Background: an optimization exercise with open tools, aiming at small area. Do not read the settings as production practice.
At most, simulation tests tie the RTL to the original design; equivalence was not proved.
Only the layout flow was run in runs 3 to 6; the RTL was not checked for function there.
Power is estimated from default activity; no workload was simulated.

**design/flow/run.sh**
```bash
#!/bin/bash
# synth_recipe.tcl (not shown) runs the flow's synth.tcl, then flattens the netlist and writes it again
# the make line also repeats each setting of config.mk as NAME=value (left out here)
make -C /OpenROAD-flow-scripts/flow DESIGN_CONFIG=/design/flow/config.mk WORK_HOME=/design/flow/orfs CLKGATE_MAP_FILE= SYNTH_SCRIPT=/design/flow/synth_recipe.tcl finish
```
**design/flow/config.mk**
```make
export PLATFORM = sky130hd
export DESIGN_NAME = top_module
export DESIGN_NICKNAME = top_module
export VERILOG_FILES = /design/flow/design.v
export SDC_FILE = /design/flow/constraint.sdc
export NUM_CORES = 4
export LEC_CHECK = 0
export ABC_AREA = 1
export CAP_MARGIN = 20
export CORE_MARGIN = 2
export CORE_UTILIZATION = 65
export CTS_BUF_LIST = sky130_fd_sc_hd__clkbuf_4
export PLACE_DENSITY = 0.75
export SLEW_MARGIN = 20
```
**design/flow/constraint.sdc**
```tcl
create_clock -name core_clock -period 10.0 [get_ports {clk}]
set_input_delay 2.0000 -clock core_clock [delete_from_list [all_inputs] [get_ports {clk}]]
set_output_delay 2.0000 -clock core_clock [all_outputs]
set_load 0.01 [all_outputs]
```
**design/flow/design.v**
```verilog
module top_module (
    input wire clk,
    input wire reset,
    input wire rx,
    input wire mode_switch,
    input wire btn_up,
    input wire btn_down,
    output wire pwm_fan,
    output wire in1,
    output wire in2,
    output wire in3,
    output wire [3:0] an,
    output wire [6:0] seg,
    output wire dp
);
    function [16:0] rca16(input [15:0] a, input [15:0] b, input ci);
        integer i;
        reg c;
        reg [15:0] s;
        begin
            c = ci;
            for (i = 0; i < 16; i = i + 1) begin
                s[i] = a[i] ^ b[i] ^ c;
                c = (a[i] & b[i]) | (a[i] & c) | (b[i] & c);
            end
            rca16 = {c, s};
        end
    endfunction
    localparam [6:0] U_S0 = 7'b0011010, U_S52 = 7'b0000001, U_END = 7'b1001101;
    reg rx1, nrx2;      
    reg busy;
    reg [6:0] cnt;
    reg [9:0] sh;       
    reg [7:0] ntdf;     
    always @(posedge clk or posedge reset)
        if (reset) begin rx1 <= 1'b1; nrx2 <= 1'b0; end
        else begin rx1 <= rx; nrx2 <= ~rx1; end
    wire utick = (cnt == U_END);
    always @(posedge clk)
        cnt <= busy ? {cnt[5:0], ~(cnt[0] ^ cnt[6]) ^ utick} : U_S52;
    always @(posedge clk or posedge reset)
        if (reset) busy <= 1'b0;
        else busy <= busy ? ~(utick & sh[0]) : nrx2;
    always @(posedge clk)
        if (!busy) sh <= 10'b1000000000;
        else if (utick & ~sh[0]) sh <= {nrx2, sh[9:1]};
    wire dv = ~busy & (cnt == U_S0);
    always @(posedge clk or posedge reset)
        if (reset) ntdf <= 8'hff;
        else if (dv) ntdf <= sh[9:2];
    localparam [16:0] C_LIM = 17'b01001010111000001;    
    reg [6:0] usp;
    reg [16:0] count;
    wire up = btn_up & (usp != 7'd99);
    wire dn = ~up & btn_down & (usp != 7'd0);
    wire active = mode_switch & (up | dn);
    wire lim = (count == C_LIM);
    always @(posedge clk)
        count <= (active & ~lim & ~reset) ? {count[15:0], ~(count[16] ^ count[2])} : 17'd0;
    wire [16:0] usp_n = rca16({9'd0, usp}, {16{dn}}, up);
    always @(posedge clk or posedge reset)
        if (reset) usp <= 7'd24;
        else if (active & lim) usp <= usp_n[6:0];
    wire [7:0] csp = mode_switch ? {1'b0, usp} : 8'd24;
    wire [16:0] dsum = rca16({8'd0, csp}, {8'd0, ntdf}, 1'b1);    
    wire [7:0] d = dsum[7:0];
    wire fan_en = ~dsum[8];                                        
    wire [16:0] c_gt = rca16({9'd0, usp}, {8'd0, ntdf}, 1'b1);     
    wire [16:0] c_ge = rca16({9'd0, usp}, {8'd0, ntdf}, 1'b0);     
    assign in2 = ~c_gt[8];
    assign in3 = c_gt[8];
    assign in1 = ~c_ge[8];
    reg [7:0] e1, e2, e3, e4;
    reg f1, g;
    reg [13:0] ctl;
    always @(posedge clk or posedge reset)
        if (reset) begin e1 <= 8'd0; e3 <= 8'd0; f1 <= 1'b1; g <= 1'b0; end
        else begin e1 <= d; e3 <= e2; f1 <= 1'b0; g <= f1; end
    always @(posedge clk) begin
        e2 <= e1;
        e4 <= e3;
    end
    wire [7:0] e2x = e2 | {3'b000, g, g, 3'b000};
    wire [16:0] pa = rca16({6'd0, e2x, 2'b00}, {8'd0, e4}, 1'b0);
    wire [16:0] pb = rca16(pa[15:0], {7'h7f, ~e3, 1'b1}, 1'b1);    
    wire [16:0] pc_ = rca16({2'b00, ctl}, pb[15:0], 1'b0);
    always @(posedge clk or posedge reset)
        if (reset) ctl <= 14'd0;
        else ctl <= pc_[13:0];
    reg [15:0] pc;
    reg pwm;
    wire [16:0] pc_inc = rca16(pc, 16'd0, 1'b1);
    wire [16:0] c_lt = rca16({2'b00, ctl}, {2'b11, ~pc[15:2]}, 1'b0);   
    always @(posedge clk or posedge reset)
        if (reset) pc <= 16'd0;
        else pc <= pc_inc[15:0];
    always @(posedge clk) pwm <= c_lt[16];
    assign pwm_fan = fan_en & pwm;
    localparam [9:0] R_S0 = 10'b0111010011, R_END = 10'b1011101001;
    reg [9:0] rc;
    reg [1:0] sel;
    reg [3:0] sd;
    wire rtick = (rc == R_END);
    always @(posedge clk or posedge reset)
        if (reset) rc <= R_S0;
        else rc <= {rc[8:0], ~(rc[2] ^ rc[9]) ^ rtick};
    wire [1:0] sel_n = {sel[1] ^ (sel[0] & rtick), sel[0] ^ rtick};
    always @(posedge clk or posedge reset)
        if (reset) sel <= 2'd0;
        else sel <= sel_n;
    function [3:0] a3(input [3:0] x);    
        a3 = {x[3] | x[2] & x[0] | x[2] & x[1],
              x[3] & x[0] | x[2] & ~x[1] & ~x[0],
              x[3] & ~x[0] | ~x[2] & x[1] | x[1] & x[0],
              x[3] & ~x[0] | ~x[3] & ~x[2] & x[0] | x[2] & x[1] & ~x[0]};
    endfunction
    wire [7:0] tin = mode_switch ? {1'b0, usp} : ~ntdf;
    wire [3:0] b1 = a3({1'b0, tin[7:5]});
    wire [3:0] b2 = a3({b1[2:0], tin[4]});
    wire [3:0] b3 = a3({b2[2:0], tin[3]});
    wire [3:0] b4 = a3({b3[2:0], tin[2]});
    wire [3:0] b5 = a3({b4[2:0], tin[1]});
    wire [3:0] t1 = a3({1'b0, b1[3], b2[3], b3[3]});
    wire [3:0] t2 = a3({t1[2:0], b4[3]});
    wire [3:0] ones = {b5[2:0], tin[0]};
    wire [3:0] tens = {t2[2:0], b5[3]};
    always @(posedge clk)
        sd <= (sel_n == 2'd0) ? tens : (sel_n == 2'd1) ? ones : 4'd0;
    assign an = (sel == 2'd0) ? 4'b0111 : (sel == 2'd1) ? 4'b1011 : (sel == 2'd2) ? 4'b1101 : 4'b1110;
    assign dp = (sel != 2'd1);
    reg [6:0] sg;
    always @(*)
        case (sd)
            4'd0: sg = 7'b1000000;
            4'd1: sg = 7'b1111001;
            4'd2: sg = 7'b0100100;
            4'd3: sg = 7'b0110000;
            4'd4: sg = 7'b0011001;
            4'd5: sg = 7'b0010010;
            4'd6: sg = 7'b0000010;
            4'd7: sg = 7'b1111000;
            4'd8: sg = 7'b0000000;
            4'd9: sg = 7'b0010000;
            default: sg = 7'b1111111;
        endcase
    assign seg = sg;
endmodule
```
==> impl_metrics.csv, run 1 <==
group,metric,value,unit
global_routing,grtUsageTotal,0.219,
run_status,status,"finished clean",
timing,setup_tns,0,ns
placement,place_area,6720,um^2
detailed_routing,postRouteAntennaNets,0,
placement,port-buffer-count,21,
detailed_routing,wl_met2,5100,um
critical_path,r2r_cells,15,
critical_path,crit_arrival,6.08,ns
timing,rsz0062_at_grt,"no",
cts,cts.root.buffer_cell,"clkbuf_4",
detailed_routing,wl_met1,4640,um
floorplan,die_y,103,um
cts,ctsHoldBuffers,0,
floorplan,rows,36,
global_routing,antenna_found_initial,0,
cts,cts_buffer_depth,2,
floorplan,die_w,103,um
yosys,ys_seq_area_frac,0.492,
timing,fin_worst_skew,0.0200,ns
yosys,yosysTopAreaCellShare,0.236,
cts,post_cts_buffers,0,
yosys,ys_ff_latch,136,
cts,tritoncts,"built",
timing,finalCritPeriodShare,0.808,
power,power_leakage,0.00349,uW
timing,post-route-min-period,8.08,ns
cts,clk_pin_slew,0.11,ns
floorplan,ioPinCount,22,
global_routing,grt_pass1_vias,4060,
yosys,syn-cell-area,6370,um^2
power,power.total,1230,uW
critical_path,path_class,"input port to output port",
min_path,hold_depth,0,
detailed_routing,top_layer,"met4",
detailed_routing,dr_total_vias,4156,
power,peakVddDrop,0.154,mV
finish,fillCellCount,718,
detailed_routing,wl_per_cell,11.9,um
cts,clk_latency,0.54,ns
critical_path,path_max_fanout,15,
finish,layout-drive-gt1-share,0.110,
yosys,synthTopCellsByArea,"dfrtp_1 24%, dfxtp_1 18%, fa_1 11%",
floorplan,start_util,0.661,
floorplan,core,9640,um^2
detailed_routing,vias_per_cell,4.87,
timing,final_hold_viol_count,0,
yosys,ys_warn_count,1,
timing,slew_violations,0,
flow_run,drv_cap,0,
yosys,synth_nets,745,
detailed_routing,drt_drc_violations_left,0,
finish,final_area,7010,um^2
finish,num-nets-final,779,
timing,fmax,0.124,GHz
finish,diodes,0,
global_routing,grt_pass1_wl,17700,um
placement,gp_congestion,0.912,
critical_path,endpoint_kind,"output port",
detailed_routing,drt_pre_antenna_iters,4,
yosys,yosys.cell_types.count,43,
finish,mostFrequentLayoutCells,"139 x inv_1, 125 x nand2_1, 60 x dfrtp_1, 58 x dfxtp_1, 54 x nor2_1",
finish,area_delta_synth_final,10.0,%
global_routing,grt.overflow.total,0,
yosys,synth_largest_area_cell,"dfrtp_1",
yosys,synthCells,674,
floorplan,dieArea,10600,um^2
timing,relSlewSlack,0.395,
detailed_routing,drt_iter0_markers,164,
cts,cts_htree_levels,4,
global_routing,grt_start_max_net_pins,73,
min_path,hold_path_end,"e2[3]",
min_path,hold_class,"flip-flop to flip-flop",
finish,layout_commonest_cell,"inv_1",
critical_path,timing.rr.end,"ctl[12]",
detailed_routing,routed_wirelength,10200,um
yosys,avgSynthCellArea,9.45,um^2
yosys,async_flop_share,0.574,
timing,worstMarginPinSlew,0.908,ns
cts,cts_sinks,136,
power,power_density,176,nW/um^2
min_path,holdCritStartpoint,"e1[3]",
yosys,synth_ff_type,"dfrtp_1",
critical_path,rrSetupSlack,4.42,ns
detailed_routing,routed-wl-met3,307,um
timing,setup_viol,0,
critical_path,required,8.00,ns
cts,ctsResizeCount,0,
placement,dp_hpwl,7700,um
critical_path,r2r-start,"e2[0]",
critical_path,cp-start-kind,"input port",
yosys,synth_edf_count,0,
cts,numCtsBuffers,17,
==> sequential cells by signal, summed over array words and instances, names as in the netlist, 8 cells and up <==
register and flops:
e3 8, ntdf 8, e4 8, ctl 14
sh 10, pc 16, rc 10, e1 8
e2 8, count 17
==> worst max path at each step <==
stage,slack (ns),startpoint,end
after floorplan,3.40,mode_switch,pwm_fan
after global placement,2.08,mode_switch,pwm_fan
after detailed placement,1.94,mode_switch,pwm_fan
after CTS,1.93,mode_switch,pwm_fan
after global routing,1.73,mode_switch,pwm_fan
final,1.92,mode_switch,pwm_fan
==> synthesized netlist by cell type, types with 2 or more instances <==
| library cell | count |
|---|---|
| nor4_1 | 5 |
| o22ai_1 | 3 |
| o21ai_2 | 2 |
| nand2_1 | 125 |
| inv_1 | 140 |
| nand2_2 | 7 |
| nand3_1 | 32 |
| o21ai_1 | 2 |
| nor2_1 | 54 |
| o21ai_0 | 26 |
| o211a_1 | 3 |
| dfrtp_1 | 60 |
| clkbuf_1 | 5 |
| dfxtp_1 | 58 |
| nand4_1 | 7 |
| inv_2 | 4 |
| o211ai_1 | 2 |
| xor2_1 | 4 |
| or2_2 | 2 |
| nand3_2 | 2 |
| nor3_1 | 4 |
| a21oi_1 | 18 |
| fa_1 | 36 |
| nor2_2 | 2 |
| dfstp_2 | 18 |
| ha_1 | 29 |
| xnor2_1 | 4 |
| mux2_2 | 5 |
==> critical path: stages <==
cell	delay, ns
clkdlybuf4s50_1	0.72
nand2_1	0.24
ha_1	0.16
inv_1	0.04
fa_1	0.37
fa_1	0.38
inv_1	0.08
fa_1	0.18
fa_1	0.18
inv_1	0.05
fa_1	0.39
fa_1	0.39
ha_1	0.22
nor2_1	0.11
clkdlybuf4s50_1	0.55
==> stage by stage <==
step	std cells	setup slack (ns)	util	hold slack, ns
after floorplan	674	3.40	-	0.324
after detailed placement	822	1.94	0.697	0.327
after global routing	854	1.73	0.727	0.352
final	854	1.92	0.727	0.340
after global placement	822	2.08	0.697	0.324
after CTS	854	1.93	0.727	0.344
==> cells by family (layout without fill, tap and decap cells) <==
family	after synthesis	count (layout)	synth area share
flip-flops	136	136	0.492
AO/OA/AOI/OAI	62	62	0.0581
AND/OR/NAND/NOR	245	245	0.168
XOR/XNOR	8	8	0.0110
buffers and inverters	152	199	0.0915
multiplexers	5	5	0.00884
adder cells (fa/ha/maj)	65	65	0.170
other	1	1	0.000589
==> per-layer routing <==
metal / GRT usage / up-vias
met4: 0.0729 / 0
met3: 0.0671 / 13
met5: 0 / -
li1: - / 2146
met1: 0.275 / 1953
met2: 0.366 / 44
==> final cells by class <==
| type | count | area [um^2] | share of cell area |
|---|---|---|---|
| clock inverter | 13 | 150 | 0.0214 |
| timing repair buffer | 22 | 218 | 0.0311 |
| clock buffer | 19 | 143 | 0.0203 |
| inverter | 145 | 546 | 0.0778 |
| sequential | 136 | 3140 | 0.447 |
| tap | 133 | 166 | 0.0237 |
| multi-input combinational | 386 | 2650 | 0.378 |
==> where the power goes <==
group	internal [uW]	switching [uW]
logic	88.0	124
registers	617	37.7
clock network	177	189
total	882	351
==> inputs of run 2 (changes only) <==
--- a/design/flow/config.mk
+++ b/design/flow/config.mk
@@ -10,5 +10,5 @@
 export CORE_MARGIN = 2
-export CORE_UTILIZATION = 65
-export CTS_BUF_LIST = sky130_fd_sc_hd__clkbuf_4
-export PLACE_DENSITY = 0.75
+export CORE_UTILIZATION = 40
+export CTS_BUF_LIST = sky130_fd_sc_hd__clkbuf_8
+export PLACE_DENSITY = 0.6
 export SLEW_MARGIN = 20
==> run 2 against run 1 <==
Clock power up 34%. Non-clock buffer count unchanged. Utilization down 27 points. Clock-buffer cell count down 1. Via count up 1.6%. First-iteration DRC count up 16%. Maximum frequency up 2.3%. Final cell count up 9.7%. Critical path depth unchanged. Register-to-register slack better by 0.16 ns. Combinational power about the same. Sequential power about the same. Critical endpoint unchanged. Largest cell class unchanged.
==> impl_metrics.csv, run 2 <==
group,metric,value,unit
cts,ctsResizeCount,0,
finish,fillCellCount,1446,
yosys,synthTopCellsByArea,"dfrtp_1 24%, dfxtp_1 18%, fa_1 11%",
min_path,hold_depth,0,
power,seqPwrFrac,0.483,
critical_path,path_class,"input port to output port",
finish,diodes,0,
yosys,synth_nets,745,
timing,rsz0062_at_grt,"no",
placement,dp_hpwl,7370,um
detailed_routing,routed-wl-met3,404,um
critical_path,required,8.00,ns
placement,port-buffer-count,21,
detailed_routing,vias_per_cell,4.50,
timing,post-route-min-period,7.90,ns
cts,cts.root.buffer_cell,"clkbuf_8",
global_routing,grt_pass1_vias,4377,
yosys,synth_ff_type,"dfrtp_1",
timing,setup_viol,0,
run_status,status,"finished clean",
yosys,avgSynthCellArea,9.45,um^2
yosys,syn-cell-area,6370,um^2
cts,cts_buffer_depth,2,
finish,area_delta_synth_final,14.0,%
finish,multi_input_area,2650,um^2
detailed_routing,top_layer,"met4",
flow_run,drv_cap,0,
detailed_routing,drt_drc_violations_left,0,
min_path,hold_class,"flip-flop to flip-flop",
finish,max_flop_register,"count",
cts,cts_htree_levels,4,
yosys,ys_warn_count,1,
power,p_switching,370,uW
power,power_density,187,nW/um^2
power,pwr-share-clk,0.362,
finish,num-nets-final,779,
detailed_routing,drt_iter0_markers,190,
floorplan,dieArea,17000,um^2
placement,gp_congestion,0.844,
yosys,async_flop_share,0.574,
yosys,synth_edf_count,0,
critical_path,endpoint_kind,"output port",
floorplan,ioPinCount,22,
finish,largest_reg_flops,17,
cts,clk_latency,0.43,ns
finish,layout-drive-gt1-share,0.114,
timing,relSlewSlack,0.363,
finish,layout_commonest_cell,"inv_1",
power,p_int,986,uW
detailed_routing,wl_met2,4910,um
yosys,yosys.cell_types.count,43,
critical_path,crit_arrival,5.90,ns
power,comb_power_share,0.155,
cts,tritoncts,"built",
detailed_routing,drt_pre_antenna_iters,4,
critical_path,r2r_cells,15,
timing,fmax,0.127,GHz
power,switching_share,0.273,
detailed_routing,postRouteAntennaNets,0,
cts,ctsHoldBuffers,0,
timing,final_hold_viol_count,0,
timing,finalCritPeriodShare,0.790,
yosys,yosysTopAreaCellShare,0.236,
timing,slew_violations,0,
critical_path,path_max_fanout,15,
global_routing,grtUsageTotal,0.138,
global_routing,grt_start_max_net_pins,79,
detailed_routing,dr_total_vias,4221,
detailed_routing,wl_met1,4430,um
cts,post_cts_buffers,0,
power,power_leakage,0.00356,uW
global_routing,antenna_found_initial,0,
finish,seqCellArea,3140,um^2
finish,reg_top3,"count x17, pc x16, ctl x14",
global_routing,grt.overflow.total,0,
detailed_routing,routed_wirelength,9960,um
timing,setup_tns,0,ns
yosys,yosysMostFrequentCell,"inv_1",
floorplan,die_w,130,um
cts,clk_pin_slew,0.07,ns
finish,mostFrequentLayoutCells,"139 x inv_1, 125 x nand2_1, 60 x dfrtp_1, 58 x dfxtp_1, 54 x nor2_1",
critical_path,cp-start-kind,"input port",
finish,final_area,7260,um^2
placement,place_area,6820,um^2
yosys,synth_largest_area_cell,"dfrtp_1",
yosys,ys_ff_latch,136,
floorplan,die_y,130,um
yosys,synthCells,674,
critical_path,rrSetupSlack,4.58,ns
floorplan,start_util,0.405,
timing,worstMarginPinSlew,0.955,ns
cts,cts_sinks,136,
yosys,netlist_top_cells_count,"140 x inv_1, 125 x nand2_1, 60 x dfrtp_1, 58 x dfxtp_1, 54 x nor2_1",
floorplan,core,15700,um^2
detailed_routing,wl_per_cell,10.6,um
global_routing,grt_pass1_wl,18600,um
yosys,ys_seq_area_frac,0.492,
floorplan,rows,46,
power,peakVddDrop,0.115,mV
cts,numCtsBuffers,17,
timing,fin_worst_skew,0.0119,ns
## run 2: cell counts after synthesis
Identical to the previous run, type by type.
## run 2: worst max-delay path: stages
cell,delay [ns]
clkdlybuf4s50_1,0.68
nand2_1,0.22
ha_1,0.16
inv_1,0.04
fa_1,0.37
fa_1,0.37
inv_1,0.08
fa_1,0.18
fa_1,0.16
inv_1,0.05
fa_1,0.37
fa_1,0.38
ha_1,0.20
nor2_1,0.10
clkdlybuf4s50_1,0.54
## run 2: layout make-up
cell class / count / share of cell area
Clock buffer: 18 / 0.0341
Clock inverter: 14 / 0.0267
Inverter: 145 / 0.0751
Multi-Input combinational cell: 386 / 0.365
Sequential cell: 136 / 0.432
Tap cell: 216 / 0.0372
Timing Repair Buffer: 22 / 0.0300
## run 2: path summary, 6_finish.rpt
kind | start | to
max | mode_switch | pwm_fan
min | e1[2] | e2[2]
max reg2reg | e2[0] | ctl[12]
min reg2reg | e1[2] | e2[2]
max in group asynchronous | reset | sel[1]
min in group asynchronous | reset | e1[7]
## run 2: logic make-up after synthesis
logic type                 Yosys count  synth area share
other                                1          0.000589
DFF                                136             0.492
xor gates and xnor gates             8            0.0110
muxes                                5           0.00884
AOI/OAI and AO/OA                   62            0.0581
adders and majority gates           65             0.170
buffers and inverters              152            0.0915
and+or+nand+nor                    245             0.168
## run 2: power groups by stage
stage	logic (uW)	clock network, uW	registers [uW]
CTS	216	509	656
floorplan	158	0	661
finish	210	491	655
global route	256	532	665
global placement	203	0	663
detailed placement	215	0	666
## run 2: through the flow
stage | worst slack (ns) | util | total power (uW) | hold slack (ns) | instances
after floorplan | 3.40 | - | 819 | 0.324 | 674
after global placement | 2.12 | 0.434 | 867 | 0.326 | 905
after CTS | 2.07 | 0.462 | 1380 | 0.335 | 937
final | 2.10 | 0.462 | 1360 | 0.334 | 937
after global routing | 1.86 | 0.462 | 1450 | 0.345 | 937
after detailed placement | 2.06 | 0.434 | 881 | 0.327 | 905
## run 2: metal layers
metal	vias up	global-route usage
met1	1993	0.159
met4	0	0.0557
met3	19	0.0451
li1	2133	-
met5	-	0
met2	76	0.238
==> inputs of run 3 (changes only) <==
==> design/flow/design.v (replaced) <==
module top_module (
    input wire clk,
    input wire reset,
    input wire rx,
    input wire mode_switch,
    input wire btn_up,
    input wire btn_down,
    output wire pwm_fan,
    output wire in1,
    output wire in2,
    output wire in3,
    output wire [3:0] an,
    output wire [6:0] seg,
    output wire dp
);
    localparam [6:0] U_S0 = 7'b0011010, U_S52 = 7'b0000001, U_END = 7'b1001101;
    reg rx1, rx2;
    reg busy;
    reg [6:0] cnt;
    reg [9:0] sh;       
    reg [7:0] tdf;
    always @(posedge clk or posedge reset)
        if (reset) begin rx1 <= 1'b1; rx2 <= 1'b1; end
        else begin rx1 <= rx; rx2 <= rx1; end
    wire utick = (cnt == U_END);
    always @(posedge clk)
        cnt <= busy ? {cnt[5:0], ~(cnt[0] ^ cnt[6]) ^ utick} : U_S52;
    always @(posedge clk or posedge reset)
        if (reset) busy <= 1'b0;
        else busy <= busy ? ~(utick & sh[0]) : ~rx2;
    always @(posedge clk)
        if (!busy) sh <= 10'b1000000000;
        else if (utick & ~sh[0]) sh <= {rx2, sh[9:1]};
    wire dv = ~busy & (cnt == U_S0);
    always @(posedge clk or posedge reset)
        if (reset) tdf <= 8'd0;
        else if (dv) tdf <= sh[9:2];
    localparam [16:0] C_LIM = 17'b01001010111000001;    
    reg [6:0] usp;
    reg [16:0] count;
    wire up = btn_up & (usp != 7'd99);
    wire dn = ~up & btn_down & (usp != 7'd0);
    wire active = mode_switch & (up | dn);
    wire lim = (count == C_LIM);
    always @(posedge clk)
        count <= (active & ~lim & ~reset) ? {count[15:0], ~(count[16] ^ count[2])} : 17'd0;
    always @(posedge clk or posedge reset)
        if (reset) usp <= 7'd24;
        else if (active & lim) usp <= up ? usp + 7'd1 : usp - 7'd1;
    wire [7:0] csp = mode_switch ? {1'b0, usp} : 8'd24;
    wire [8:0] dd = {1'b0, csp} - {1'b0, tdf};
    wire [7:0] d = dd[7:0];
    wire fan_en = dd[8];
    reg [7:0] e1, e2;
    reg [11:0] fr, fr2;
    reg [13:0] ctl;
    always @(posedge clk or posedge reset)
        if (reset) e1 <= 8'd0;
        else e1 <= d;
    always @(posedge clk) begin
        e2 <= e1;
        fr <= {2'b0, d, 2'b0} - {3'b0, e1, 1'b0} + {4'b0, e2};
    end
    always @(posedge clk or posedge reset)
        if (reset) begin fr2 <= 12'd0; ctl <= 14'd0; end
        else begin fr2 <= fr; ctl <= ctl + {{2{fr2[11]}}, fr2}; end
    reg [15:0] pc;
    reg pwm;
    always @(posedge clk or posedge reset)
        if (reset) pc <= 16'd0;
        else pc <= pc + 16'd1;
    always @(posedge clk) pwm <= (pc[15:2] < ctl);
    assign pwm_fan = fan_en & pwm;
    assign in1 = ~(tdf < {1'b0, usp});
    assign in2 = (tdf > {1'b0, usp});
    assign in3 = ~in2;
    localparam [9:0] R_S0 = 10'b0111010011, R_END = 10'b1011101001;
    reg [9:0] rc;
    reg [1:0] sel;
    reg [3:0] sd;
    wire rtick = (rc == R_END);
    always @(posedge clk or posedge reset)
        if (reset) rc <= R_S0;
        else rc <= {rc[8:0], ~(rc[2] ^ rc[9]) ^ rtick};
    wire [1:0] sel_n = sel + {1'b0, rtick};
    always @(posedge clk or posedge reset)
        if (reset) sel <= 2'd0;
        else sel <= sel_n;
    wire [7:0] tin = mode_switch ? {1'b0, usp} : tdf;
    wire [3:0] tens = (tin / 8'd10) % 8'd10;
    wire [3:0] ones = tin % 8'd10;
    always @(posedge clk)
        sd <= (sel_n == 2'd0) ? tens : (sel_n == 2'd1) ? ones : 4'd0;
    assign an = (sel == 2'd0) ? 4'b0111 : (sel == 2'd1) ? 4'b1011 : (sel == 2'd2) ? 4'b1101 : 4'b1110;
    assign dp = (sel != 2'd1);
    reg [6:0] sg;
    always @(*)
        case (sd)
            4'd0: sg = 7'b1000000;
            4'd1: sg = 7'b1111001;
            4'd2: sg = 7'b0100100;
            4'd3: sg = 7'b0110000;
            4'd4: sg = 7'b0011001;
            4'd5: sg = 7'b0010010;
            4'd6: sg = 7'b0000010;
            4'd7: sg = 7'b1111000;
            4'd8: sg = 7'b0000000;
            4'd9: sg = 7'b0010000;
            default: sg = 7'b1111111;
        endcase
    assign seg = sg;
endmodule
--- a/design/flow/config.mk
+++ b/design/flow/config.mk
@@ -7,3 +7,2 @@
 export LEC_CHECK = 0
-export ABC_AREA = 1
 export CAP_MARGIN = 20
@@ -11,3 +10,2 @@
 export CORE_UTILIZATION = 40
-export CTS_BUF_LIST = sky130_fd_sc_hd__clkbuf_8
 export PLACE_DENSITY = 0.6
==> run 3 against run 2 <==
Still clean on timing, DRC and antenna. Combinational power rose by 64%. Sequential power is essentially flat. Synthesized cell count grew 16%. Routed wire length is 43% higher. Final cell count increased by 15%. Area after synthesis grew 22%. Clock power up 27%. Clock-buffer cell count increased by 2. Non-clock buffer count grew 2. Sequential cell count increased by 6. Largest power group unchanged.
==> impl_metrics.csv, run 3 <==
group,metric,value,unit
floorplan,core,19300,um^2
detailed_routing,postRouteAntennaNets,0,
global_routing,grt.overflow.total,0,
floorplan,rows,51,
yosys,synth_largest_area_cell,"dfrtp_1",
yosys,yosys.cell_types.count,80,
placement,post-place-ws,3.01,ns
placement,dp_cells,1049,
floorplan,ioPinCount,22,
critical_path,r2r-start,"tdf[7]",
yosys,async_flop_share,0.563,
yosys,netlist_top_cells_count,"71 x inv_1, 70 x dfrtp_1, 67 x ha_1, 62 x dfxtp_1, 42 x nand2_1",
flow_run,drv_cap,0,
power,p_int,1160,uW
detailed_routing,wl_per_cell,13.1,um
timing,fin_worst_skew,0.0113,ns
detailed_routing,drt_drc_violations_left,0,
cts,cts_buffer_depth,2,
finish,layout-drive-gt1-share,0.0944,
yosys,yosysMostFrequentCell,"inv_1",
yosys,synthCells,783,
power,power_density,184,nW/um^2
timing,setup_tns,0,ns
finish,diodes,0,
cts,ctsHoldBuffers,0,
floorplan,dieArea,20600,um^2
critical_path,cp-startpoint,"mode_switch",
floorplan,start_util,0.404,
critical_path,required,8.00,ns
placement,gp_congestion,0.874,
finish,num-nets-final,881,
power,seqPwrFrac,0.404,
cts,tritoncts,"built",
global_routing,grt_pass1_vias,5340,
finish,mostFrequentLayoutCells,"70 x inv_1, 70 x dfrtp_1, 67 x ha_1, 62 x dfxtp_1, 42 x nand2_1",
timing,finalCritPeriodShare,0.702,
critical_path,crit_arrival,5.02,ns
global_routing,grtUsageTotal,0.150,
cts,cts.root.buffer_cell,"clkbuf_16",
timing,setup_viol,0,
timing,rsz0062_at_grt,"no",
timing,final_hold_viol_count,0,
min_path,holdCritStartpoint,"e2[0]",
power,pwr-share-clk,0.384,
finish,fillCellCount,1822,
critical_path,cp-start-kind,"input port",
power,power_leakage,0.00409,uW
placement,dp_hpwl,10100,um
cts,clk_latency,0.42,ns
global_routing,grt_start_max_net_pins,81,
finish,final_util,0.459,
yosys,ys_warn_count,1,
power,peakVddDrop,0.112,mV
power,power.total,1630,uW
critical_path,path_class,"input port to output port",
cts,clk_pin_slew,0.06,ns
yosys,ys_ff_latch,142,
yosys,synth_nets,861,
timing,relSlewSlack,0.294,
floorplan,die_y,144,um
finish,reg_top3,"count x17, pc x16, ctl x14",
timing,post-route-min-period,7.02,ns
cts,cts_sinks,142,
yosys,synth_edf_count,0,
min_path,hold_class,"flip-flop to flip-flop",
yosys,yosysTopAreaCellShare,0.225,
finish,largest_reg_flops,17,
yosys,ys_seq_area_frac,0.418,
timing,fin_ws,2.98,ns
detailed_routing,vias_per_cell,4.97,
critical_path,endpoint_kind,"output port",
finish,area_delta_synth_final,13.5,%
detailed_routing,routed_wirelength,14200,um
detailed_routing,drt_iter0_markers,197,
global_routing,grt_pass1_wl,25000,um
timing,fmax,0.142,GHz
yosys,syn-cell-area,7780,um^2
power,p_switching,467,uW
floorplan,die_w,144,um
critical_path,path_max_fanout,25,
placement,port-buffer-count,21,
power,switching_share,0.287,
finish,instances_no_fill,1081,
global_routing,antenna_found_initial,0,
power,comb_power_share,0.212,
detailed_routing,dr_total_vias,5372,
detailed_routing,drt_pre_antenna_iters,4,
yosys,avgSynthCellArea,9.94,um^2
finish,max_flop_register,"count",
cts,numCtsBuffers,17,
yosys,synth_ff_type,"dfrtp_1",
run_status,status,"finished clean",
timing,slew_violations,0,
cts,ctsResizeCount,0,
cts,cts_htree_levels,4,
cts,post_cts_buffers,0,
timing,worstMarginPinSlew,1.05,ns
yosys,synthTopCellsByArea,"dfrtp_1 23%, dfxtp_1 16%, ha_1 11%",
[run 3: worst max-delay path, cell delays in order]
cell	delay [ns]
clkdlybuf4s50_1	0.45
buf_4	0.28
clkinv_1	0.29
nor2_1	0.16
ha_1	0.27
nand2_1	0.08
nand2_1	0.06
a21oi_1	0.21
o21bai_1	0.09
a21oi_1	0.22
inv_1	0.07
a21oi_1	0.16
o21a_1	0.12
clkdlybuf4s50_1	0.55
[run 3: worst paths after layout]
path | endpoint | slack (ns) | cells after the start
worst max-delay path | pwm_fan | 2.98 | 14
worst min-delay path | fr[0] | 0.33 | 0
worst max register to register | seg[0] | 5.48 | 16
worst min register to register | fr[0] | 0.33 | 0
max in group asynchronous | ctl[2] | 7.28 | 3
min in group asynchronous | tdf[0] | 2.19 | 3
[run 3: metrics by stage]
step	hold slack, ns	instance area (um^2)
after global routing	0.333	8840
after detailed placement	0.313	8240
after CTS	0.326	8830
final	0.325	8840
after floorplan	0.310	7780
after global placement	0.311	8230
[run 3: cells by family after synthesis]
| group | after synthesis | synth area share |
|---|---|---|
| AND/OR/NAND/NOR | 220 | 0.157 |
| AO/OA/AOI/OAI | 168 | 0.149 |
| flip-flops | 142 | 0.418 |
| buffers and inverters | 96 | 0.0506 |
| adder cells (fa/ha/maj) | 74 | 0.123 |
| XOR/XNOR | 55 | 0.0619 |
| multiplexers | 28 | 0.0402 |
[run 3: area by class of cell]
| cell class | count | area, um^2 | share of cell area |
|---|---|---|---|
| Clock buffer | 20 | 489 | 0.0554 |
| Clock inverter | 12 | 108 | 0.0122 |
| Multi-Input combinational cell | 545 | 4140 | 0.469 |
| Inverter | 73 | 275 | 0.0312 |
| Timing Repair Buffer | 24 | 236 | 0.0268 |
| Tap cell | 265 | 332 | 0.0375 |
| Sequential cell | 142 | 3260 | 0.368 |
[run 3: power groups by stage]
stage	Combinational [uW]	Sequential (uW)	Clock, uW
global placement	338	667	0
detailed placement	347	669	0
CTS	350	658	645
floorplan	286	661	0
finish	344	657	625
global route	401	665	671
[run 3: metal layers]
layer	GRT usage	share of wire	vias up
li1	-	-	2778
met1	0.195	0.48	2534
met2	0.251	0.48	45
met3	0.0293	0.021	15
met4	0.0506	0.013	0
met5	0	0	-
==> inputs of run 4 (changes only) <==
--- a/design/flow/config.mk
+++ b/design/flow/config.mk
@@ -7,2 +7,3 @@
 export LEC_CHECK = 0
+export ABC_AREA = 1
 export CAP_MARGIN = 20
@@ -10,2 +11,3 @@
 export CORE_UTILIZATION = 40
+export CTS_BUF_LIST = sky130_fd_sc_hd__clkbuf_8
 export PLACE_DENSITY = 0.6
==> run 4 against run 3 <==
Sequential cell count did not move. Clock-buffer cell count decreased by 2. Global-route usage decreased by 1.3 points. Area after synthesis is 5.3% lower. Combinational power grew 27%. Utilization is essentially flat. Critical path type unchanged. Largest cell class unchanged. Highest routed layer unchanged.
==> impl_metrics.csv, run 4 <==
group,metric,value,unit
yosys,ys_warn_count,1,
yosys,synth_edf_count,0,
yosys,yosys.cell_types.count,46,
finish,final_area,8260,um^2
finish,diodes,0,
timing,fin_ws,3.24,ns
finish,max_flop_register,"count",
placement,port-buffer-count,21,
run_status,status,"finished clean",
yosys,yosysTopAreaCellShare,0.238,
power,power_density,194,nW/um^2
placement,dp_hpwl,9080,um
detailed_routing,drt_drc_violations_left,0,
timing,relSlewSlack,0.377,
timing,fin_worst_skew,0.0152,ns
yosys,yosysMostFrequentCell,"inv_1",
timing,slew_violations,0,
timing,setup_viol,0,
global_routing,grt_pass1_wl,22100,um
cts,cts.root.buffer_cell,"clkbuf_8",
critical_path,crit_arrival,4.76,ns
timing,post-route-min-period,6.76,ns
floorplan,die_w,140,um
timing,setup_tns,0,ns
critical_path,path_max_fanout,13,
cts,cts_sinks,142,
yosys,synth_largest_area_cell,"dfrtp_1",
cts,clk_pin_slew,0.08,ns
detailed_routing,vias_per_cell,4.55,
detailed_routing,wl_per_cell,10.8,um
cts,ctsResizeCount,0,
timing,finalCritPeriodShare,0.676,
detailed_routing,drt_iter0_markers,162,
global_routing,grt.overflow.total,0,
cts,cts_htree_levels,4,
min_path,hold_class,"flip-flop to flip-flop",
finish,final_util,0.458,
timing,rsz0062_at_grt,"no",
critical_path,path_class,"input port to output port",
yosys,ys_seq_area_frac,0.441,
detailed_routing,postRouteAntennaNets,0,
yosys,synth_nets,930,
yosys,avgSynthCellArea,8.66,um^2
flow_run,drv_cap,0,
finish,num-nets-final,965,
finish,layout_commonest_cell,"inv_1",
finish,area_delta_synth_final,12.0,%
cts,tritoncts,"built",
finish,reg_top3,"count x17, pc x16, ctl x14",
critical_path,required,8.00,ns
critical_path,cp-start-kind,"input port",
floorplan,start_util,0.409,
yosys,ys_ff_latch,142,
yosys,async_flop_share,0.563,
yosys,synth_ff_type,"dfrtp_1",
global_routing,antenna_found_initial,0,
cts,clk_latency,0.44,ns
floorplan,ioPinCount,22,
cts,cts_buffer_depth,2,
finish,mostFrequentLayoutCells,"163 x inv_1, 116 x nand2_1, 70 x dfrtp_1, 67 x ha_1, 62 x dfxtp_1",
finish,layout-drive-gt1-share,0.0967,
placement,place_area,7850,um^2
finish,instances_no_fill,1129,
floorplan,die_y,140,um
yosys,synthTopCellsByArea,"dfrtp_1 24%, dfxtp_1 17%, ha_1 11%",
cts,numCtsBuffers,17,
global_routing,grtUsageTotal,0.137,
yosys,netlist_top_cells_count,"163 x inv_1, 116 x nand2_1, 70 x dfrtp_1, 67 x ha_1, 62 x dfxtp_1",
placement,gp_congestion,0.801,
global_routing,grt_start_max_net_pins,62,
power,power_leakage,0.00411,uW
floorplan,rows,49,
timing,worstMarginPinSlew,0.931,ns
power,peakVddDrop,0.154,mV
placement,post-place-ws,3.20,ns
detailed_routing,dr_total_vias,5138,
cts,post_cts_buffers,0,
timing,fmax,0.148,GHz
global_routing,grt_pass1_vias,5072,
floorplan,core,18000,um^2
detailed_routing,routed_wirelength,12200,um
timing,final_hold_viol_count,0,
critical_path,endpoint_kind,"output port",
detailed_routing,drt_pre_antenna_iters,4,
cts,ctsHoldBuffers,0,
finish,largest_reg_flops,17,
yosys,syn-cell-area,7370,um^2
floorplan,dieArea,19500,um^2
yosys,synthCells,852,
placement,dp_cells,1097,
-- run 4: per-layer routing --
layer  share of wire  global-route usage  vias up
li1                -                   -     2784
met1            0.51               0.175     2311
met2            0.46               0.230       31
met3           0.023              0.0361       12
met4           0.010              0.0411        0
met5               0                   0        -
-- run 4: worst max-delay path, stage by stage --
cell             delay, ns
clkdlybuf4s50_1       0.79
nand2_1               0.14
ha_1                  0.35
a21oi_1               0.19
inv_1                 0.06
a31oi_1               0.21
o21ai_0               0.16
a21oi_1               0.16
o21a_1                0.15
clkdlybuf4s50_1       0.54
-- run 4: path summary, 6_finish.rpt --
kind                        startpoint      end  slack (ns)  cells after the start
max reg2reg                     usp[0]    fr[9]        6.31                     18
min                              fr[7]   fr2[7]        0.33                      0
max                        mode_switch  pwm_fan        3.24                     10
max in group asynchronous        reset    e1[3]        7.03                      3
min in group asynchronous        reset   usp[6]        1.91                      2
min reg2reg                      fr[7]   fr2[7]        0.33                      0
-- run 4: cells by family after synthesis --
logic type      after synthesis  synth area share
flops                       142             0.441
simple gates                273             0.170
mux                           1           0.00136
compound gates              134             0.104
buf+inv                     175            0.0906
xor+xnor                     55            0.0653
fa+ha+maj                    72             0.127
-- run 4: layout make-up --
class / instances / area [um^2]
inverter: 169 / 636
sequential: 142 / 3260
fill: 1749 / 9760
clock buffer: 18 / 248
tap: 229 / 287
timing repair buffer: 22 / 218
clock inverter: 14 / 168
multi-input combinational: 535 / 3450
-- run 4: power by group --
part	internal, uW	leakage [uW]	total (uW)	switching [uW]
sequential	655	0.00147	687	32.3
clock	253	0.000199	480	227
combinational	191	0.00244	437	247
total	1100	0.00411	1600	506
-- run 4: stage by stage --
| step | hold slack (ns) | power [uW] |
|---|---|---|
| 2_1_floorplan | 0.310 | 1050 |
| 6_report | 0.328 | 1600 |
| 5_1_grt | 0.335 | 1740 |
| 3_5_place_dp | 0.315 | 1140 |
| 3_3_place_gp | 0.311 | 1130 |
| 4_1_cts | 0.331 | 1630 |
==> inputs of run 5 (changes only) <==
--- a/design/flow/design.v
+++ b/design/flow/design.v
@@ -53,15 +53,16 @@
     wire fan_en = dd[8];
-    reg [7:0] e1, e2;
-    reg [11:0] fr, fr2;
+    reg [7:0] e1, e2, e3, e4;
+    reg f1, g;
     reg [13:0] ctl;
     always @(posedge clk or posedge reset)
-        if (reset) e1 <= 8'd0;
-        else e1 <= d;
+        if (reset) begin e1 <= 8'd0; e3 <= 8'd0; f1 <= 1'b1; g <= 1'b0; end
+        else begin e1 <= d; e3 <= e2; f1 <= 1'b0; g <= f1; end
     always @(posedge clk) begin
         e2 <= e1;
-        fr <= {2'b0, d, 2'b0} - {3'b0, e1, 1'b0} + {4'b0, e2};
+        e4 <= e3;
     end
+    wire [7:0] e2x = e2 | {3'b000, g, g, 3'b000};
     always @(posedge clk or posedge reset)
-        if (reset) begin fr2 <= 12'd0; ctl <= 14'd0; end
-        else begin fr2 <= fr; ctl <= ctl + {{2{fr2[11]}}, fr2}; end
+        if (reset) ctl <= 14'd0;
+        else ctl <= ctl + {4'b0, e2x, 2'b0} - {5'b0, e3, 1'b0} + {6'b0, e4};
     reg [15:0] pc;
==> run 5 against run 4 <==
Synthesized cell count shrank 6.6%. Clock skew up 0.0015 ns. Global-route usage is 0.42 points higher. Routed wire length decreased by 5.7%. Non-clock buffer count is 1 higher. Die area is 4.2% lower. Sequential power is 8.7% lower. Setup slack worse by 0.15 ns. Total power grew 1.7%. Clock power shrank 5.6%. Cell area decreased by 3.9%. Via count fell by 6.7%.
==> impl_metrics.csv, run 5 <==
group,metric,value,unit
finish,num-nets-final,913,
cts,cts_sinks,136,
global_routing,antenna_found_initial,0,
critical_path,path_class,"input port to output port",
finish,area_delta_synth_final,12.5,%
detailed_routing,vias_per_cell,4.49,
floorplan,rows,48,
floorplan,dieArea,18700,um^2
run_status,status,"finished clean",
global_routing,grt_pass1_wl,21100,um
placement,port-buffer-count,21,
yosys,syn-cell-area,7060,um^2
critical_path,crit_arrival,4.92,ns
floorplan,ioPinCount,22,
yosys,ys_warn_count,1,
yosys,avgSynthCellArea,8.87,um^2
yosys,yosys.cell_types.count,47,
yosys,synth_largest_area_cell,"dfrtp_1",
power,p_int,1040,uW
yosys,synth_edf_count,0,
timing,post-route-min-period,6.92,ns
critical_path,path_max_fanout,15,
cts,cts_htree_levels,4,
cts,ctsHoldBuffers,0,
cts,ctsResizeCount,0,
power,power_leakage,0.00393,uW
cts,numCtsBuffers,17,
timing,relSlewSlack,0.424,
finish,max_flop_register,"count",
power,peakVddDrop,0.110,mV
power,power.total,1630,uW
finish,largest_reg_flops,17,
finish,diodes,0,
yosys,async_flop_share,0.574,
power,comb_power_share,0.338,
yosys,netlist_top_cells_count,"163 x inv_1, 101 x nand2_1, 67 x dfrtp_1, 63 x nor2_1, 59 x ha_1",
yosys,synth_nets,878,
cts,clk_latency,0.45,ns
placement,gp_congestion,0.840,
timing,fin_worst_skew,0.0167,ns
finish,instances_no_fill,1069,
critical_path,cp-start-kind,"input port",
global_routing,grtUsageTotal,0.142,
placement,dp_cells,1037,
timing,setup_tns,0,ns
min_path,hold_class,"flip-flop to flip-flop",
detailed_routing,postRouteAntennaNets,0,
timing,final_hold_viol_count,0,
timing,slew_violations,0,
detailed_routing,dr_total_vias,4796,
finish,mostFrequentLayoutCells,"162 x inv_1, 101 x nand2_1, 67 x dfrtp_1, 63 x nor2_1, 59 x ha_1",
cts,post_cts_buffers,0,
finish,layout-drive-gt1-share,0.101,
critical_path,required,8.00,ns
cts,tritoncts,"built",
timing,rsz0062_at_grt,"no",
floorplan,start_util,0.408,
power,power_density,205,nW/um^2
yosys,synthCells,796,
timing,fmax,0.145,GHz
global_routing,grt_start_max_net_pins,79,
placement,dp_hpwl,8640,um
detailed_routing,wl_per_cell,10.8,um
finish,layout_commonest_cell,"inv_1",
floorplan,die_y,137,um
yosys,ys_ff_latch,136,
critical_path,endpoint_kind,"output port",
timing,worst_hold_slack,0.347,ns
detailed_routing,drt_pre_antenna_iters,4,
global_routing,grt_pass1_vias,4716,
cts,cts.root.buffer_cell,"clkbuf_8",
global_routing,grt.overflow.total,0,
cts,cts_buffer_depth,2,
timing,finalCritPeriodShare,0.692,
power,p_switching,589,uW
yosys,ys_seq_area_frac,0.443,
power,pwr-share-clk,0.277,
timing,worstMarginPinSlew,0.861,ns
detailed_routing,drt_iter0_markers,146,
placement,post-place-ws,3.11,ns
yosys,yosysMostFrequentCell,"inv_1",
power,switching_share,0.361,
floorplan,core,17300,um^2
power,seqPwrFrac,0.384,
yosys,yosysTopAreaCellShare,0.238,
yosys,synth_ff_type,"dfrtp_1",
cts,clk_pin_slew,0.08,ns
yosys,synthTopCellsByArea,"dfrtp_1 24%, dfxtp_1 16%, ha_1 10%",
finish,reg_top3,"count x17, pc x16, ctl x14",
floorplan,die_w,137,um
flow_run,drv_cap,0,
timing,setup_viol,0,
timing,fin_ws,3.08,ns
detailed_routing,drt_drc_violations_left,0,
detailed_routing,routed_wirelength,11500,um
[run 5: cell count changes after synthesis, sizes merged, moves of 4 or more]
| cell | change |
|---|---|
| o21ai | -9 |
| nor2 | +5 |
| dfxtp | -4 |
| a21oi | -10 |
| fa | +12 |
| nand2 | -21 |
| xor2 | -12 |
| ha | -8 |
[run 5: final timing paths]
check,startpoint,to,slack [ns],cells past startpoint
max,mode_switch,pwm_fan,3.08,10
min,e1[7],e2[7],0.35,0
max reg2reg,tdf[7],seg[3],6.13,29
min reg2reg,e1[7],e2[7],0.35,0
max in group asynchronous,reset,ctl[12],7.43,3
min in group asynchronous,reset,e1[7],2.10,3
[run 5: logic make-up after synthesis]
family,count (synthesis),synth area share
adder cells (fa/ha/maj),76,0.153
AO/OA/AOI/OAI,102,0.0810
other,1,0.000531
XOR/XNOR,44,0.0546
buffers and inverters,175,0.0946
flip-flops,136,0.443
AND/OR/NAND/NOR,262,0.174
[run 5: power by group through the flow]
stage               combinational, uW  sequential (uW)  clock, uW
detailed placement                561              640          0
global placement                  547              639          0
CTS                               564              628        473
global route                      659              634        495
finish                            552              627        453
floorplan                         451              638          0
[run 5: through the flow]
step           cell area, um^2   util
6_report                  7940  0.459
5_1_grt                   7940  0.459
4_1_cts                   7940  0.459
3_5_place_dp              7530  0.435
3_3_place_gp              7530  0.435
2_1_floorplan             7060      -
[run 5: critical path: stages]
cell and delay [ns]:
clkdlybuf4s50_1 0.77, nand2_1 0.14, ha_1 0.23, fa_1 0.41
o21ai_0 0.31, a21oi_1 0.11, o21bai_1 0.21, a21oi_1 0.09
o21a_1 0.18, clkdlybuf4s50_1 0.47
[run 5: per-layer routing]
metal,track usage,wire (um)
met4,0.0475,107
met3,0.0359,251
met1,0.187,5780
met2,0.227,5380
met5,0,0
[run 5: final cells by class]
cell class	count	area (um^2)
fill	1712	9360
multi-input combinational	485	3260
sequential	136	3130
inverter	168	632
tap	225	282
clock buffer	17	234
timing repair buffer	23	229
clock inverter	15	173
==> inputs of run 6 (changes only) <==
--- a/design/flow/config.mk
+++ b/design/flow/config.mk
@@ -11,3 +11,5 @@
 export CORE_UTILIZATION = 40
-export CTS_BUF_LIST = sky130_fd_sc_hd__clkbuf_8
+export CTS_BUF_LIST = sky130_fd_sc_hd__clkbuf_4 sky130_fd_sc_hd__clkbuf_8
+export CTS_CLUSTER_DIAMETER = 30
+export CTS_CLUSTER_SIZE = 8
 export PLACE_DENSITY = 0.6
==> run 6 against run 5 <==
Synthesized cell count stayed put. Sequential share of layout area stayed put. Worst hold slack stayed put. Die area stayed put. Register-to-register slack hardly changed. First-iteration DRC count stayed put. Routed wire length stayed put. Clock skew stayed put.
==> impl_metrics.csv, run 6 <==
group,metric,value,unit
run_status,status,"finished clean",
power,peakVddDrop,0.110,mV
timing,finalCritPeriodShare,0.692,
finish,layout_commonest_cell,"inv_1",
yosys,synth.area.mux_share,0,
yosys,synth-xor-area-share,0.0546,
finish,num-nets-final,913,
yosys,synth_largest_area_cell,"dfrtp_1",
cts,ctsHoldBuffers,0,
cts,ctsResizeCount,0,
detailed_routing,drt_pre_antenna_iters,4,
floorplan,die_w,137,um
timing,post-route-min-period,6.92,ns
cts,post_cts_buffers,0,
finish,multi_input_area,3260,um^2
finish,layout-drive-gt1-share,0.101,
yosys,synth_top_family_by_area,"simple AND/OR/NAND/NOR gates",
critical_path,required,8.00,ns
global_routing,grt_pass1_wl,21100,um
finish,reg_top3,"count x17, pc x16, ctl x14",
cts,clk_pin_slew,0.08,ns
floorplan,rows,48,
yosys,syn-cell-area,7060,um^2
flow_run,drv_cap,0,
detailed_routing,routed_wirelength,11500,um
global_routing,grt_start_max_net_pins,79,
yosys,yosysTopAreaCellShare,0.238,
global_routing,grt.overflow.total,0,
cts,cts.root.buffer_cell,"clkbuf_8",
timing,rsz0062_at_grt,"no",
global_routing,grt_pass1_vias,4716,
detailed_routing,wl_per_cell,10.8,um
finish,area_delta_synth_final,12.5,%
critical_path,endpoint_kind,"output port",
detailed_routing,drt_drc_violations_left,0,
yosys,synth-compound-area-share,0.0810,
placement,dp_hpwl,8640,um
yosys,synthCells,796,
global_routing,antenna_found_initial,0,
timing,final_hold_viol_count,0,
timing,worstMarginPinSlew,0.861,ns
yosys,avgSynthCellArea,8.87,um^2
timing,relSlewSlack,0.424,
cts,tritoncts,"built",
cts,numCtsBuffers,17,
critical_path,crit_arrival,4.92,ns
detailed_routing,postRouteAntennaNets,0,
floorplan,start_util,0.408,
yosys,netlist_top_cells_count,"163 x inv_1, 101 x nand2_1, 67 x dfrtp_1, 63 x nor2_1, 59 x ha_1",
yosys,synth_simple_gate_area_share,0.174,
yosys,yosys.cell_types.count,47,
critical_path,path_max_fanout,15,
detailed_routing,vias_per_cell,4.49,
timing,setup_viol,0,
timing,worst_hold_slack,0.347,ns
yosys,synthTopCellsByArea,"dfrtp_1 24%, dfxtp_1 16%, ha_1 10%",
finish,final_area,7940,um^2
cts,cts_htree_levels,4,
power,power_density,205,nW/um^2
yosys,ys_warn_count,1,
yosys,yosysMostFrequentCell,"inv_1",
power,power_leakage,0.00393,uW
finish,seqCellArea,3130,um^2
detailed_routing,drt_iter0_markers,146,
cts,cts_buffer_depth,2,
global_routing,grtUsageTotal,0.142,
finish,diodes,0,
timing,fmax,0.145,GHz
finish,largest_reg_flops,17,
yosys,ys_seq_area_frac,0.443,
yosys,async_flop_share,0.574,
cts,cts_sinks,136,
placement,place_area,7530,um^2
critical_path,path_class,"input port to output port",
timing,slew_violations,0,
floorplan,ioPinCount,22,
finish,max_flop_register,"count",
critical_path,cp-start-kind,"input port",
power,power.total,1630,uW
timing,fin_worst_skew,0.0167,ns
placement,port-buffer-count,21,
yosys,synth_edf_count,0,
yosys,synth_ff_type,"dfrtp_1",
floorplan,die_y,137,um
finish,fillCellCount,1712,
detailed_routing,dr_total_vias,4796,
yosys,yosys.area_share.adder,0.153,
cts,clk_latency,0.45,ns
placement,gp_congestion,0.840,
yosys,ys_ff_latch,136,
floorplan,dieArea,18700,um^2
finish,mostFrequentLayoutCells,"162 x inv_1, 101 x nand2_1, 67 x dfrtp_1, 63 x nor2_1, 59 x ha_1",
yosys,synth_nets,878,
timing,setup_tns,0,ns
min_path,hold_class,"flip-flop to flip-flop",
floorplan,core,17300,um^2
run 6: cell counts in the layout (fill, tap and decap cells not counted):
No cell type changed its count.
run 6: final timing paths:
| path | slack (ns) | endpoint | cells past startpoint | start |
|---|---|---|---|---|
| worst max-delay path | 3.08 | pwm_fan | 10 | mode_switch |
| worst min-delay path | 0.35 | e2[7] | 0 | e1[7] |
| worst max register to register | 6.13 | seg[3] | 29 | tdf[7] |
| worst min register to register | 0.35 | e2[7] | 0 | e1[7] |
| max in group asynchronous | 7.43 | ctl[12] | 3 | reset |
| min in group asynchronous | 2.10 | e1[7] | 3 | reset |
run 6: layout make-up:
class                           count  share of cell area
Inverter                          168              0.0796
Sequential cell                   136               0.394
Timing Repair Buffer               23              0.0288
Clock inverter                     15              0.0217
Clock buffer                       17              0.0295
Multi-Input combinational cell    485               0.411
Tap cell                          225              0.0355
run 6: power breakdown:
group / total, uW / leakage [uW] / switching, uW / internal [uW]
logic: 552 / 0.00231 / 309 / 244
clock network: 453 / 0.000205 / 260 / 193
registers: 627 / 0.00142 / 21.1 / 606
total: 1630 / 0.00393 / 589 / 1040
run 6: stage by stage:
step,utilization,instances,setup WS [ns]
floorplan,-,796,4.44
global placement,0.435,1037,3.16
detailed placement,0.435,1037,3.11
CTS,0.459,1069,3.10
global route,0.459,1069,2.84
finish,0.459,1069,3.08
run 6: worst max-delay path: stages:
cell and delay [ns]:
clkdlybuf4s50_1 0.77, nand2_1 0.14, ha_1 0.23, fa_1 0.41, o21ai_0 0.31, a21oi_1 0.11, o21bai_1 0.21, a21oi_1 0.09
o21a_1 0.18, clkdlybuf4s50_1 0.47
run 6: routing by layer:
layer  wire length, um  share of wire  vias up  global-route usage
li1                  -              -     2573                   -
met1              5780           0.50     2190               0.187
met2              5380           0.47       27               0.227
met3               251          0.022        6              0.0359
met4               107         0.0093        0              0.0475
met5                 0              0        -                   0
run 6: cell families after synthesis:
| logic type | after synthesis |
|---|---|
| AND/OR/NAND/NOR | 262 |
| buffers and inverters | 175 |
| XOR/XNOR | 44 |
| AO/OA/AOI/OAI | 102 |
| adder cells (fa/ha/maj) | 76 |
| other | 1 |
| flip-flops | 136 |

[re-timing with driven ports]
How much do the figures lean on ideal ports? The routed layouts below were timed once more, with nothing changed but the port constraints.
Step 1 assumes that a clkbuf_16 drives the clock port and a buf_2 every other input.
Step 2 also shifts input and output timing later by t, the mid clock arrival at the registers, as if the neighbouring blocks saw the same clock.
a / b / c = ideal ports / drivers / drivers and shift; a / b = the first two.
run | shift t [ns] | setup WS [ns] | clock arrival spread, ns
run 1 | 0.559 | 1.918 / 1.897 / 1.897 | 0.020 / 0.020
run 2 | 0.458 | 2.097 / 2.066 / 2.066 | 0.012 / 0.012
run 3 | 0.456 | 2.976 / 2.954 / 2.954 | 0.013 / 0.013
run 4 | 0.470 | 3.236 / 3.202 / 3.202 | 0.015 / 0.015
run 5 | 0.477 | 3.083 / 3.061 / 3.061 | 0.018 / 0.019
run 6 | 0.477 | 3.083 / 3.061 / 3.061 | 0.018 / 0.019
After both steps setup and hold are still met in every run listed. For run 4, which loses most, drivers alone change the setup slack by -0.034 ns; drivers and shift together by -0.034 ns.
